Source: an optimization exercise on an open RTL-to-GDS flow (aim: small area, a short achievable clock period and few clock cycles). Production flows keep margins and buffers that such runs may drop.
In this exercise RTL edits were held to simulation tests only and were not proved equivalent to the original.
Power and IR drop assume default switching activity.

run a:
## physics_engine
module physics_engine #(
    parameter SCREEN_WIDTH = 320,
    parameter SCREEN_HEIGHT = 240
    ) (
    input  wire        clk,
    input  wire        resetn,
    input  wire        fire,
    input  wire [15:0] axi_Z_dist,
    input  wire [15:0] axi_arrow_vel,
    input  wire [7:0]  wind_x_in,
    input  wire [7:0]  wind_y_in,
    input  wire [8:0]  aim_x,
    input  wire [7:0]  aim_y,
    output reg         result_valid,
    output reg [8:0]   land_x,
    output reg [7:0]   land_y
);
For scale: ~12000 um2 of cells after synthesis.
make LEC_CHECK=0 ABC_CLOCK_PERIOD_IN_PS=3500 CAP_MARGIN=20 CORE_MARGIN=2 CORE_UTILIZATION=40 SLEW_MARGIN=20 finish   # period 6.0 ns
run.sh (not shown) runs the stock make flow with config.mk's settings and CLKGATE_MAP_FILE= SYNTH_SCRIPT=/design/flow/synth_recipe.tcl, a recipe that flattens the netlist after the stock synthesis.
Every stage of the flow completed for run a, and the final layout passed the timing, design-rule and antenna checks.
Testbench counts of run a, summed over its fixed seeds: cycles 10,198.
## Diff of input files: run b against run a
- SETUP_SLACK_MARGIN: unset -> 1.5
- CTS_BUF_LIST: unset -> sky130_fd_sc_hd__clkbuf_4 sky130_fd_sc_hd__clkbuf_8
==> run notes <==
Wire length, run b and run a: higher on run b
Run a -> run b: number of inserted diodes delta 0, exact match
Design area (run b vs. run a) increases by a few percent
Compared with run a, run b shows routed wirelength normalized by instance count that has gone up slightly.
Cmp run b and run a / final critical path time including I/O delays and setup / higher: run a

---

physics_engine, a different RTL version from the one above (not shown whole).
Size: roughly 120 flip-flops, about 14000 um^2 of cells after synthesis.
export LEC_CHECK = 0
export ABC_CLOCK_PERIOD_IN_PS = 3500
export CAP_MARGIN = 20
export CORE_MARGIN = 2
export CORE_UTILIZATION = 40
export PLACE_DENSITY = 0.7
export SETUP_SLACK_MARGIN = 1.6
export SLEW_MARGIN = 20
create_clock -name core_clock -period 6.0 [get_ports {clk}]
Testbench counts at the start, summed over its fixed seeds: cycles 8,553.
Next try:
--- a/flow/config.mk
+++ b/flow/config.mk
@@ -11,4 +11,4 @@
 export CORE_UTILIZATION = 40
-export PLACE_DENSITY = 0.7
-export SETUP_SLACK_MARGIN = 1.6
+export SETUP_SLACK_MARGIN = 1.5
 export SLEW_MARGIN = 20
+export TNS_END_PERCENT = 5
What happened:
- utilization decreases by 1.2 points
- global-route usage increases by 0.43 points
- final cell count decreases by 1.1%
- sequential cell count is unchanged
- design area decreases by 2.4%
- non-clock buffer count decreases by 25
- routed wire length is about the same

---

physics_engine again, from the RTL that the note above started with.
clock: 6.0 ns
lec_check: 0
abc_clock_period_in_ps: 3500
cap_margin: 20
core_margin: 2
core_utilization: 40
cts_buf_list: sky130_fd_sc_hd__clkbuf_4 sky130_fd_sc_hd__clkbuf_8
setup_slack_margin: 1.5
slew_margin: 20
Testbench counts at the start, summed over its fixed seeds: cycles 8,553.
Next try:
--- a/flow/config.mk
+++ b/flow/config.mk
@@ -7,3 +7,3 @@
 export LEC_CHECK = 0
-export ABC_CLOCK_PERIOD_IN_PS = 3500
+export ABC_AREA = 1
 export CAP_MARGIN = 20
@@ -11,3 +11,3 @@
 export CORE_UTILIZATION = 40
-export CTS_BUF_LIST = sky130_fd_sc_hd__clkbuf_4 sky130_fd_sc_hd__clkbuf_8
+export PLACE_DENSITY = 0.7
 export SETUP_SLACK_MARGIN = 1.5
Result: Sequential power is about the same; power came out higher by 13%; global-route usage barely changes; setup slack gains 0.24 ns; sequential cell count does not change; combinational power came out higher by 14%; clock-buffer cell count came out higher by 6; hold slack gains 0.059 ns.
Next try:
--- a/flow/config.mk
+++ b/flow/config.mk
@@ -7,3 +7,3 @@
 export LEC_CHECK = 0
-export ABC_AREA = 1
+export ABC_CLOCK_PERIOD_IN_PS = 3500
 export CAP_MARGIN = 20
@@ -11,3 +11,3 @@
 export CORE_UTILIZATION = 40
-export PLACE_DENSITY = 0.7
+export PLACE_DENSITY = 0.6
 export SETUP_SLACK_MARGIN = 1.5
What happened: Wire length fell by 5.1%; global-route usage hardly moves; worst setup slack degrades by 0.14 ns; non-clock buffer count rose by 8; clock-buffer cell count fell by 3.
Next try:
--- a/flow/config.mk
+++ b/flow/config.mk
@@ -11,3 +11,3 @@
 export CORE_UTILIZATION = 40
-export PLACE_DENSITY = 0.6
+export PLACE_DENSITY = 0.8
 export SETUP_SLACK_MARGIN = 1.5
What happened: Cell area barely changes; wire length fell slightly; first-iteration DRC count rises by a little under a tenth; cell count hardly moves; power went down slightly; die area does not change; synthesized cell count stays the same; maximum frequency came out lower slightly; combinational power is higher slightly.
Next try:
--- a/flow/config.mk
+++ b/flow/config.mk
@@ -10,4 +10,3 @@
 export CORE_MARGIN = 2
-export CORE_UTILIZATION = 40
-export PLACE_DENSITY = 0.8
+export CORE_UTILIZATION = 30
 export SETUP_SLACK_MARGIN = 1.5
- The changed run produced a clean layout
- setup slack gains 0.0042 ns
- global-route usage is lower by 4.6 points
- fmax barely changes
- wire length goes up by a few percent

---

== run 1 ==
The RTL this note starts from:
==> flow/design.v <==
`timescale 1ns / 1ps
module iterative_divider (
    input  wire [16:0] t_in,
    input  wire        a_in,
    input  wire [15:0] v,
    input  wire        mask,       
    input  wire [6:0]  wx,
    input  wire [6:0]  wy,
    input  wire [16:0] accx_in,
    input  wire        satx_in,
    input  wire [15:0] accy_in,
    input  wire        saty_in,
    output wire [16:0] t_out,
    output wire [16:0] accx_out,
    output wire        satx_out,
    output wire [15:0] accy_out,
    output wire        saty_out
);
    wire [17:0] u  = {t_in, a_in};
    wire [18:0] v1 = {3'b0, v};
    wire [18:0] v2 = {2'b0, v, 1'b0};
    wire [18:0] e1 = {1'b0, u} - v1;
    wire [18:0] e2 = {1'b0, u} - v2;
    wire [18:0] na = ~v1;
    wire [18:0] nb = ~v2;
    wire [18:0] uu = {1'b0, u};
    wire [18:0] cs_s = uu ^ na ^ nb;
    wire [18:0] cs_c = {(uu[17:0] & na[17:0]) | (uu[17:0] & nb[17:0]) | (na[17:0] & nb[17:0]), 1'b0};
    wire [18:0] e3 = cs_s + cs_c + 19'd2;
    wire g1 = ~e1[18];
    wire g2 = ~e2[18];
    wire g3 = ~e3[18];
    wire s3 = g3;
    wire s2 = g2 & ~g3;
    wire s1 = g1 & ~g2;
    wire s0 = ~g1;
    wire [15:0] r = ({16{s3}} & e3[15:0]) | ({16{s2}} & e2[15:0]) |
                    ({16{s1}} & e1[15:0]) | ({16{s0}} & u[15:0]);
    assign t_out = {r, 1'b0};
    wire m = ~mask;
    horner4 #(.W(17)) hx (
        .acc(accx_in), .sat(satx_in), .w(wx),
        .s0(s0 | mask), .s1(s1 & m), .s2(s2 & m), .s3(s3 & m),
        .acc_out(accx_out), .sat_out(satx_out));
    horner4 #(.W(16)) hy (
        .acc(accy_in), .sat(saty_in), .w(wy),
        .s0(s0 | mask), .s1(s1 & m), .s2(s2 & m), .s3(s3 & m),
        .acc_out(accy_out), .sat_out(saty_out));
endmodule
module horner4 #(
    parameter W = 17
) (
    input  wire [W-1:0] acc,
    input  wire         sat,
    input  wire [6:0]   w,
    input  wire         s0, s1, s2, s3,
    output wire [W-1:0] acc_out,
    output wire         sat_out
);
    localparam H = W - 7;                     
    wire [8:0]   w1 = {2'b0, w};
    wire [8:0]   w2 = {1'b0, w, 1'b0};
    wire [8:0]   w3 = w1 + w2;
    wire [7:0]   l1 = {1'b0, acc[6:0]} + {3'b0, w1[8:2]};
    wire [7:0]   l2 = {1'b0, acc[6:0]} + {2'b0, w2[8:2]};
    wire [7:0]   l3 = {1'b0, acc[6:0]} + {1'b0, w3[8:2]};
    wire [H-1:0] hi  = acc[W-1:7];
    wire [H-1:0] hi1 = hi + 1'b1;
    wire top = |hi[H-1:H-2];
    wire all1 = &hi[H-3:0];
    wire [W-1:0] c0 = {hi[H-3:0], acc[6:0], 2'b00};
    wire [W-1:0] c1 = {l1[7] ? hi1[H-3:0] : hi[H-3:0], l1[6:0], w1[1:0]};
    wire [W-1:0] c2 = {l2[7] ? hi1[H-3:0] : hi[H-3:0], l2[6:0], w2[1:0]};
    wire [W-1:0] c3 = {l3[7] ? hi1[H-3:0] : hi[H-3:0], l3[6:0], w3[1:0]};
    assign acc_out = ({W{s0}} & c0) | ({W{s1}} & c1) | ({W{s2}} & c2) | ({W{s3}} & c3);
    assign sat_out = sat | top | (all1 & ((s1 & l1[7]) | (s2 & l2[7]) | (s3 & l3[7])));
endmodule
`timescale 1ns / 1ps
module physics_engine #(
    parameter SCREEN_WIDTH = 320,
    parameter SCREEN_HEIGHT = 240
    ) (
    input  wire        clk,
    input  wire        resetn,
    input  wire        fire,
    input  wire [15:0] axi_Z_dist,
    input  wire [15:0] axi_arrow_vel,
    input  wire [7:0]  wind_x_in,
    input  wire [7:0]  wind_y_in,
    input  wire [8:0]  aim_x,
    input  wire [7:0]  aim_y,
    output wire        result_valid,
    output reg [8:0]   land_x,
    output reg [7:0]   land_y
);
    function [19:0] norm16;      
        input [15:0] x;
        reg   [15:0] y;
        reg   [3:0]  n;
        begin
            y = x; n = 4'd0;
            if (y[15:8] == 8'd0) begin y = {y[7:0], 8'd0};  n[3] = 1'b1; end
            if (y[15:12] == 4'd0) begin y = {y[11:0], 4'd0}; n[2] = 1'b1; end
            if (y[15:14] == 2'd0) begin y = {y[13:0], 2'd0}; n[1] = 1'b1; end
            if (y[15] == 1'b0)    begin y = {y[14:0], 1'b0}; n[0] = 1'b1; end
            norm16 = {n, y};
        end
    endfunction
    function [4:0] bitlen;
        input [16:0] x;
        integer i;
        begin
            bitlen = 5'd0;
            for (i = 0; i < 17; i = i + 1)
                if (x[i]) bitlen = i + 1;
        end
    endfunction
    wire [19:0] nz = norm16(axi_Z_dist);
    wire [19:0] nv = norm16(axi_arrow_vel);
    wire [5:0]  s  = 6'd8 + {2'b0, nv[19:16]} - {2'b0, nz[19:16]};
    wire        zero_q = ~nv[15] | ~nz[15] | s[5];
    reg         busy;        
    reg         fin;         
    reg  [3:0]  cnt;         
    reg  [16:0] t;
    reg         a;
    reg  [14:0] vn;          
    reg  [6:0]  wxm, wym;
    reg         wxn, wyn;
    reg  [8:0]  ax;
    reg  [7:0]  ay;
    reg  [16:0] accx;
    reg  [15:0] accy;
    reg         satx, saty;
    wire [16:0] t_nx;
    wire [16:0] accx_nx;
    wire [15:0] accy_nx;
    wire        satx_nx, saty_nx;
    iterative_divider core (
        .t_in(t), .a_in(a), .v({1'b1, vn}), .mask(cnt[3]), .wx(wxm), .wy(wym),
        .accx_in(accx), .satx_in(satx), .accy_in(accy), .saty_in(saty),
        .t_out(t_nx), .accx_out(accx_nx), .satx_out(satx_nx),
        .accy_out(accy_nx), .saty_out(saty_nx));
    wire [8:0] tx_in = wind_x_in[7] ? aim_x : SCREEN_WIDTH - aim_x;
    wire [8:0] ty_in = wind_y_in[7] ? {1'b0, aim_y} : SCREEN_HEIGHT - {1'b0, aim_y};
    wire d0x_in = (wind_x_in[6:0] == 7'd0) |
                  (wind_x_in[7] ? (aim_x == 9'd0) : (aim_x >= SCREEN_WIDTH));
    wire d0y_in = (wind_y_in[6:0] == 7'd0) |
                  (wind_y_in[7] ? (aim_y == 8'd0) : ({1'b0, aim_y} >= SCREEN_HEIGHT));
    reg  [3:0] jx, jy;
    reg        d0x, d0y;
    always @(posedge clk) begin
        if (fire) begin
            jx  <= bitlen({8'd0, tx_in}) ;
            jy  <= bitlen({8'd0, ty_in}) ;
            d0x <= d0x_in;
            d0y <= d0y_in;
        end
    end
    wire [5:0] fx = {2'b0, jx} + 6'd22 - {1'b0, cnt, 1'b0};
    wire [5:0] fy = {2'b0, jy} + 6'd22 - {1'b0, cnt, 1'b0};
    reg  [16:0] mkx;
    reg  [15:0] mky;
    integer i;
    always @* begin
        for (i = 0; i < 17; i = i + 1) mkx[i] = (fx <= i + 16);
        for (i = 0; i < 16; i = i + 1) mky[i] = (fy <= i + 16);
    end
    wire big_x = satx | (|(accx & mkx));
    wire big_y = saty | (|(accy & mky));
    wire det_x = d0x | big_x;
    wire det_y = d0y | big_y;
    reg  done;
    always @(posedge clk) begin
        if (!resetn)
            done <= 1'b0;
        else if (fire)
            done <= d0x_in & d0y_in;
        else
            done <= busy & ~done & det_x & det_y;
    end
    assign result_valid = fin | (busy & done);
    wire [10:0] qx = wxn ? {2'b0, ax} - {2'b0, accx[16:8]} : {2'b0, ax} + {2'b0, accx[16:8]};
    wire [9:0]  qy = wyn ? {2'b0, ay} - {2'b0, accy[15:8]} : {2'b0, ay} + {2'b0, accy[15:8]};
    wire x_lo = wxn & (satx | qx[10]);
    wire x_hi = ~x_lo & ((~wxn & satx) | qx >= SCREEN_WIDTH);
    wire y_lo = wyn & (saty | qy[9]);
    wire y_hi = ~y_lo & ((~wyn & saty) | qy >= SCREEN_HEIGHT);
    always @* begin
        land_x = x_lo ? 9'd0 : x_hi ? SCREEN_WIDTH - 1 : qx[8:0];
        land_y = y_lo ? 8'd0 : y_hi ? SCREEN_HEIGHT - 1 : qy[7:0];
    end
    always @(posedge clk) begin
        if (!resetn) begin
            busy <= 1'b0;
            fin  <= 1'b0;
        end else if (fire) begin
            busy <= ~zero_q;
            fin  <= zero_q;
        end else begin
            busy <= busy & ~done & (cnt != 4'd0);
            fin  <= busy & ~done & (cnt == 4'd0);
        end
    end
    always @(posedge clk) begin
        if (fire) begin
            vn   <= nv[14:0];
            wxm  <= wind_x_in[6:0];
            wym  <= wind_y_in[6:0];
            wxn  <= wind_x_in[7];
            wyn  <= wind_y_in[7];
            ax   <= aim_x;
            ay   <= aim_y;
        end
    end
    always @(posedge clk) begin
        if (fire) begin
            t    <= s[0] ? {1'b0, nz[15:0]} : {2'b0, nz[15:1]};
            a    <= ~s[0] & nz[0];
            cnt  <= s[4:1];
            accx <= 17'd0;
            accy <= 16'd0;
            satx <= 1'b0;
            saty <= 1'b0;
        end else begin
            t    <= t_nx;
            a    <= 1'b0;
            cnt  <= cnt - 4'd1;
            accx <= accx_nx;
            accy <= accy_nx;
            satx <= satx_nx | big_x;
            saty <= saty_nx | big_y;
        end
    end
endmodule
Settings: LEC_CHECK=0, ABC_CLOCK_PERIOD_IN_PS=3500, CAP_MARGIN=20, CORE_MARGIN=2, CORE_UTILIZATION=40, SETUP_SLACK_MARGIN=1.25, SLEW_MARGIN=20; clock period 6.0 ns.
Testbench counts of run 1, summed over its fixed seeds: cycles 8,553.
What run 2 does differently from run 1 at the input level:
Settings: a change of SETUP_SLACK_MARGIN from 1.25 to 1.75.
--- outcome ---
- Across both runs, via total after detailed routing was higher for run 2 than for run 1.
- Against run 1 as the reference, run 2 delivers a higher pin slew with the least headroom to its limit.
- Re time the final worst path needs with I/O delays and setup: run 2 is 0.25 ns down on run 1.
- accx[8] as the startpoint of the worst setup timing path was reported by run 2, and axi_arrow_vel[12] by run 1.
- Fraction of cell area in non-clock buffers came out higher on run 2 than on run 1.
--- input diff run 2..run 3 ---
Settings: a change of SETUP_SLACK_MARGIN from 1.75 to 1.5.
## What came out
- Sort run 2 and run 3 by met1 wire length, ascending, and run 2 comes first.
- | final critical path time including I/O delays and setup | run 3 vs run 2 | 0.038 ns higher |
- Across both runs, clock share of power was higher for run 3 than for run 2.
- Run 2 → run 3: number of nets in the finished design down 1.1%; setup slack of the critical path after layout down 0.038 ns; layout-stage area growth over the synthesis result down 3.2 points; post-cts resize count down 60%.
- Run 3 vs run 2: data-path buffer share of cell area in the final layout down in run 3
- On total design power, run 2 loses to run 3.
- Lower final area goes to run 3 over run 2.
- On worst hold slack after final layout, run 2 and run 3 are basically level.
[inputs] run 4 vs run 3
Settings: changing CORE_UTILIZATION from 40 to 50.
==> run notes <==
Run 4 gives less floorplan die area than run 3 did.
Compared with run 3, in run 4 total wire length went down; data required time at the worst endpoint shrank by 1.58 ns; clock-buffer cell count went down; length of the first detailed-routing pass in iterations moved up; portion of total power attributed to the clock network lost 0.4 points.
Setup slack: run 4 less than run 3
Run 3 -> run 4: inverter count delta 0, exact match
Going from run 3 to run 4, the post-synthesis to final-layout area growth was found to have gone down by 0.24 points.
Re async set-reset flop share out of synthesis: no difference whatsoever between run 4 and run 3.

==> static timing again, ports no longer ideal <==
How much do the figures lean on ideal ports? The routed layouts below were timed once more, with nothing changed but the port constraints. Step 1: set_driving_cell puts a clkbuf_16 on clk and a buf_2 on each other input, an assumption about the parent block. Step 2 times the ports against the registers' clock, not the clock port: input delays grow and output delays shrink by t, the midpoint of the rising clock arrivals with the driver on. Three values: ideal, step 1, step 2; two values: the first two.
run | shift t [ns] | slack for setup (ns) | clock arrival spread, ns | slew at the worst register clock pin (ns) | worst slew at a driven data input, ns
run a | 0.413 | 0.870 / 0.823 / 0.928 | 0.012 / 0.012 | 0.08 / 0.08 | 0.04
run b | 0.447 | 1.308 / 1.266 / 1.236 | 0.015 / 0.015 | 0.12 / 0.12 | 0.04
the first run of note 2 | 0.474 | 1.668 / 1.617 / 1.243 | 0.015 / 0.014 | 0.06 / 0.06 | 0.04
the second run of note 2 | 0.487 | 1.308 / 1.258 / 0.924 | 0.014 / 0.013 | 0.06 / 0.06 | 0.04
the first run of note 3 | 0.535 | 1.507 / 1.459 / 1.068 | 0.018 / 0.018 | 0.09 / 0.09 | 0.04
the second run of note 3 | 0.482 | 1.749 / 1.699 / 1.290 | 0.011 / 0.011 | 0.06 / 0.06 | 0.04
the third run of note 3 | 0.487 | 1.608 / 1.581 / 1.149 | 0.013 / 0.013 | 0.07 / 0.07 | 0.04
the fourth run of note 3 | 0.473 | 1.591 / 1.543 / 1.176 | 0.008 / 0.008 | 0.06 / 0.06 | 0.05
the fifth run of note 3 | 0.487 | 1.595 / 1.540 / 1.204 | 0.008 / 0.008 | 0.06 / 0.06 | 0.07
run 1 | 0.488 | 1.392 / 1.344 / 0.933 | 0.013 / 0.013 | 0.06 / 0.06 | 0.04
run 2 | 0.489 | 1.645 / 1.594 / 1.428 | 0.017 / 0.018 | 0.07 / 0.07 | 0.06
run 3 | 0.487 | 1.608 / 1.581 / 1.149 | 0.013 / 0.013 | 0.07 / 0.07 | 0.04
run 4 | 0.475 | 1.567 / 1.515 / 1.160 | 0.010 / 0.009 | 0.06 / 0.06 | 0.06
After both steps every run listed still meets setup and hold.
